Context: an optimization exercise on an open-source flow, tuned for small area, a short achievable clock period and few clock cycles. The choices shown serve that exercise and are no tape-out recipe.
RTL that was checked went through simulation tests only; none was proved equivalent to the original.
Power and IR drop assume default switching activity.

==> module bubble_sort, before the edit <==
module bubble_sort(
input clk,
input rst_n,
input [63:0] data,
input en,
output logic [7:0] data_o,
output logic [63:0] data_sort_o,
output logic wr_en,
output logic last
);
function automatic logic le8(input logic [7:0] x, input logic [7:0] y);
  logic [7:0] g, e;
  logic gt;
  g = x & ~y;
  e = ~(x ^ y);
  gt = 1'b0;
  for (int i = 0; i < 8; i++) begin
    logic t;
    t = g[i];
    for (int j = i + 1; j < 8; j++) t = t & e[j];
    gt = gt | t;
  end
  le8 = ~gt;
endfunction
logic [7:0] lo [4];      
logic [7:0] hi [4];      
logic [55:0] srt;        
logic [7:0] rem;         
logic [2:0] cnt;         
logic busy;
logic [7:0] pa [4], pb [4];
logic [3:0] ple;
always_comb
  for (int i = 0; i < 4; i++) begin
    pa[i] = data[16*i +: 8];
    pb[i] = data[16*i+8 +: 8];
    ple[i] = le8(pa[i], pb[i]);
  end
logic c [4][4];          
logic [3:0] win;
always_comb begin
  for (int i = 0; i < 4; i++)
    for (int j = 0; j < 4; j++)
      c[i][j] = le8(lo[i], lo[j]);
  for (int i = 0; i < 4; i++) begin
    win[i] = busy;
    for (int j = 0; j < 4; j++)
      if (j > i) win[i] = win[i] & c[i][j];
      else if (j < i) win[i] = win[i] & ~c[j][i];
  end
end
logic [7:0] m, rem_nxt;
always_comb begin
  m = 8'd0;
  rem_nxt = 8'hff;
  for (int i = 0; i < 4; i++) begin
    m = m | (lo[i] & {8{win[i]}});
    rem_nxt = rem_nxt & hi[i] & (lo[i] | {8{win[i]}});
  end
end
always_ff @(posedge clk) begin
  for (int i = 0; i < 4; i++)
    if (en) begin
      lo[i] <= ple[i] ? pa[i] : pb[i];
      hi[i] <= ple[i] ? pb[i] : pa[i];
    end else if (win[i]) begin
      lo[i] <= hi[i];
      hi[i] <= 8'hff;
    end
  if (busy) srt <= {srt[47:0], m};
  rem <= rem_nxt;
  cnt <= en ? 3'd0 : cnt + 3'd1;
end
always_ff @(posedge clk or negedge rst_n)
  if (!rst_n) begin
    busy  <= 1'b0;
    wr_en <= 1'b0;
    last  <= 1'b1;
  end else begin
    busy  <= en | (busy & (cnt != 3'd6));
    wr_en <= busy;
    last  <= ~(en | (busy & (cnt != 3'd6)));
  end
assign data_o = srt[7:0];
assign data_sort_o = {srt, rem};
endmodule
export LEC_CHECK = 0
export CAP_MARGIN = 20
export CORE_MARGIN = 2
export CORE_UTILIZATION = 40
export SLEW_MARGIN = 20
create_clock -name core_clock -period 5.0 [get_ports {clk}]
standard.sh (not shown) runs the stock make flow with config.mk's settings and CLKGATE_MAP_FILE= SYNTH_SCRIPT=/design/flow/synth_recipe.tcl, a recipe that flattens the netlist after the stock synthesis.
==> flow/flow/run.sh <==
#!/bin/bash
set -euo pipefail
export BUFFER_PORTS_ARGS="-buffer_cell sky130_fd_sc_hd__buf_1"
bash standard.sh > flow_standard.log 2>&1
The first run finished with timing, DRC and antenna clean.
Next try:
--- a/flow/design.v
+++ b/flow/design.v
@@ -9,18 +9,20 @@
 output logic last
 );
 function automatic logic le8(input logic [7:0] x, input logic [7:0] y);
-  logic [7:0] g, e;
-  logic gt;
+  logic [7:0] g, l;
+  logic [3:0] g2, l2;
+  logic [1:0] g4, l4;
   g = x & ~y;
-  e = ~(x ^ y);
-  gt = 1'b0;
-  for (int i = 0; i < 8; i++) begin
-    logic t;
-    t = g[i];
-    for (int j = i + 1; j < 8; j++) t = t & e[j];
-    gt = gt | t;
+  l = ~x & y;
+  for (int k = 0; k < 4; k++) begin
+    g2[k] = g[2*k+1] | (~l[2*k+1] & g[2*k]);
+    l2[k] = l[2*k+1] | (~g[2*k+1] & l[2*k]);
   end
-  le8 = ~gt;
+  for (int k = 0; k < 2; k++) begin
+    g4[k] = g2[2*k+1] | (~l2[2*k+1] & g2[2*k]);
+    l4[k] = l2[2*k+1] | (~g2[2*k+1] & l2[2*k]);
+  end
+  le8 = ~(g4[1] | (~l4[1] & g4[0]));
 endfunction
 logic [7:0] lo [4];      
 logic [7:0] hi [4];      
What happened: Global-route usage is about the same. Setup slack barely changes. Routed wire length increases by 1.4%. Combinational power decreases by about 20%. Clock-buffer cell count decreases by 1. First-iteration DRC count increases by 49%. Critical path depth increases by 3. Sequential share of layout area decreases by 0.14 points. Design area increases by about 0.3%. Via count increases by 5.5%. Power decreases by about 3%. Synthesized cell count increases by 5.0%. Die area hardly moves.
Testbench counts after the change, summed over its fixed seeds: cycles 12,800.
Only the layout flow was run in the first run of this note; the RTL was not checked for function there.


run 1:
bubble_sort, a different RTL version from the one above (not shown whole).
Size in the first run: about 880 cells after synthesis, ~130 flip-flops, roughly 140 I/O pins.
==> module bubble_sort, before the edit <==
module bubble_sort(
input clk,
input rst_n,
input [63:0] data,
input en,
output logic [7:0] data_o,
output logic [63:0] data_sort_o,
output logic wr_en,
output logic last
);
function automatic logic le8(input logic [7:0] x, input logic [7:0] y);
  logic [7:0] g, l;
  logic gt;
  g = x & ~y;
  l = ~x & y;
  gt = 1'b0;
  for (int i = 0; i < 8; i++) begin
    logic t;
    t = g[i];
    for (int j = i + 1; j < 8; j++) t = t & ~g[j] & ~l[j];
    gt = gt | t;
  end
  le8 = ~gt;
endfunction
logic [7:0] lo [4];      
logic [7:0] hi [4];      
logic [55:0] srt;        
logic [7:0] rem;         
logic [2:0] cnt;         
logic busy;              
logic [7:0] pa [4], pb [4];
logic [3:0] ple;
always_comb
  for (int i = 0; i < 4; i++) begin
    pa[i] = data[16*i +: 8];
    pb[i] = data[16*i+8 +: 8];
    ple[i] = le8(pa[i], pb[i]);
  end
logic c [4][4];          
logic [3:0] win;
always_comb begin
  for (int i = 0; i < 4; i++)
    for (int j = 0; j < 4; j++)
      c[i][j] = le8(lo[i], lo[j]);
  for (int i = 0; i < 4; i++) begin
    win[i] = busy;
    for (int j = 0; j < 4; j++)
      if (j > i) win[i] = win[i] & c[i][j];
      else if (j < i) win[i] = win[i] & ~c[j][i];
  end
end
logic [7:0] m, rem_nxt;
always_comb begin
  m = 8'd0;
  rem_nxt = 8'hff;
  for (int i = 0; i < 4; i++) begin
    m = m | (lo[i] & {8{win[i]}});
    rem_nxt = rem_nxt & hi[i] & (lo[i] | {8{win[i]}});
  end
end
always_ff @(posedge clk) begin
  for (int i = 0; i < 4; i++)
    if (last) begin
      lo[i] <= ple[i] ? pa[i] : pb[i];
      hi[i] <= ple[i] ? pb[i] : pa[i];
    end else if (win[i]) begin
      lo[i] <= hi[i];
      hi[i] <= 8'hff;
    end
  if (busy) srt <= {srt[47:0], m};
  if (busy && cnt == 3'd6) rem <= rem_nxt;
  cnt <= last ? 3'd0 : cnt + 3'd1;
end
always_ff @(posedge clk or negedge rst_n)
  if (!rst_n) begin
    wr_en <= 1'b0;
    last  <= 1'b1;
  end else begin
    wr_en <= busy;
    last  <= ~(en | (busy & (cnt != 3'd6)));
  end
assign busy = ~last;
assign data_o = srt[7:0];
assign data_sort_o = {srt, rem};
endmodule
export LEC_CHECK = 0
export ABC_AREA = 1
export CAP_MARGIN = 20
export CORE_MARGIN = 2
export CORE_UTILIZATION = 60
export CTS_BUF_LIST = sky130_fd_sc_hd__clkbuf_8
export SETUP_SLACK_MARGIN = 2.7
export SLEW_MARGIN = 20
export TNS_END_PERCENT = 10
create_clock -name core_clock -period 5.0 [get_ports {clk}]
==> flow/flow/run.sh <==
#!/bin/bash
set -euo pipefail
export BUFFER_PORTS_ARGS="-buffer_cell sky130_fd_sc_hd__buf_1"
export CTS_ARGS="-sink_clustering_enable -repair_clock_nets -dont_use_dummy_load -buf_list sky130_fd_sc_hd__clkbuf_8"
bash standard.sh > flow_standard.log 2>&1
diff inputs: run 1 => run 2
diff --git a/flow/design.v b/flow/design.v
--- a/flow/design.v
+++ b/flow/design.v
@@ -23,8 +23,7 @@
   le8 = ~gt;
 endfunction
-logic [7:0] lo [4];      
-logic [7:0] hi [4];      
+logic [7:0] nlo [4];     
+logic [7:0] nhi [4];     
 logic [55:0] srt;        
-logic [7:0] rem;         
 logic [2:0] cnt;         
 logic busy;              
@@ -42,5 +41,5 @@
   for (int i = 0; i < 4; i++)
     for (int j = 0; j < 4; j++)
-      c[i][j] = le8(lo[i], lo[j]);
+      c[i][j] = le8(nlo[j], nlo[i]);
   for (int i = 0; i < 4; i++) begin
     win[i] = busy;
@@ -50,25 +49,24 @@
   end
 end
-logic [7:0] m, rem_nxt;
+logic [7:0] m, rem;
 always_comb begin
   m = 8'd0;
-  rem_nxt = 8'hff;
+  rem = 8'hff;
   for (int i = 0; i < 4; i++) begin
-    m = m | (lo[i] & {8{win[i]}});
-    rem_nxt = rem_nxt & hi[i] & (lo[i] | {8{win[i]}});
+    m = m | (~nlo[i] & {8{win[i]}});
+    rem = rem & ~nlo[i];
   end
 end
 always_ff @(posedge clk) begin
   for (int i = 0; i < 4; i++)
-    if (last) begin
-      lo[i] <= ple[i] ? pa[i] : pb[i];
-      hi[i] <= ple[i] ? pb[i] : pa[i];
+    if (en) begin
+      nlo[i] <= ~(ple[i] ? pa[i] : pb[i]);
+      nhi[i] <= ~(ple[i] ? pb[i] : pa[i]);
     end else if (win[i]) begin
-      lo[i] <= hi[i];
-      hi[i] <= 8'hff;
+      nlo[i] <= nhi[i];
+      nhi[i] <= 8'h00;
     end
   if (busy) srt <= {srt[47:0], m};
-  if (busy && cnt == 3'd6) rem <= rem_nxt;
-  cnt <= last ? 3'd0 : cnt + 3'd1;
+  cnt <= en ? 3'd0 : cnt + 3'd1;
 end
 always_ff @(posedge clk or negedge rst_n)
### Flow results
Summary: with run 1 as the reference, register area in run 2 moved down by a few percent. Die outline area in run 2 vs run 1: down 700 µm². Comparing the two runs side by side, run 2 comes out behind run 1 on register-to-register slack. From run 2 to run 1, count of H-tree levels built during CTS did not move at all. From run 1 to run 2 the numbers moved as follows: number of search-and-repair iterations in the first detailed-routing pass shows no meaningful change; first-pass GRT wire length went down 12%; share of the cycle needed by the critical path after routing shows an increase of 1.6 points. Run 2 gives less highest fanout seen on the critical path than run 1 did. | area share of fa/ha/maj cells after synthesis | run 2 vs run 1 | ≈ equal |. Summary: with run 1 as the reference, die height in run 2 moved down by a few percent. Going from run 1 to run 2, arrival time reported for the critical path endpoint went up, wire length after detailed routing went down, met1 routing resource usage after global routing went down, total power went down.
Function was not checked in any run of this note: the RTL went through the layout flow alone.

-- static timing again, ports no longer ideal --
The results above use ideal ports. As a check the final layouts listed here were re-extracted and re-timed, cells and wires unchanged. Step 1 assumes that a clkbuf_16 drives the clock port and a buf_2 every other input. Step 2 also shifts input and output timing later by t, the mid clock arrival at the registers, as if the neighbouring blocks saw the same clock. a / b / c = ideal / step 1 / step 2; a / b = the first two.
run | t (ns) | slack for setup (ns) | worst hold slack (ns) | worst setup path at the end | clock arrival spread, ns
the first run of note 1 | 0.453 | 1.763 / 1.763 / 1.498 | 0.377 / 0.362 / 0.436 | input to register | 0.012 / 0.011
the second run of note 1 | 0.453 | 1.763 / 1.783 / 1.330 | 0.376 / 0.366 / 0.429 | input to register | 0.011 / 0.010
run 1 | 0.481 | 2.659 / 2.620 / 2.262 | 0.332 / 0.325 / 0.430 | input to register | 0.026 / 0.026
run 2 | 0.455 | 2.580 / 2.541 / 2.291 | 0.348 / 0.335 / 0.429 | input to register | 0.018 / 0.018
After both steps every run listed still meets setup and hold. The setup slack of the second run of note 1, which loses most, moves by +0.020 ns with the drivers and by -0.433 ns with both steps.
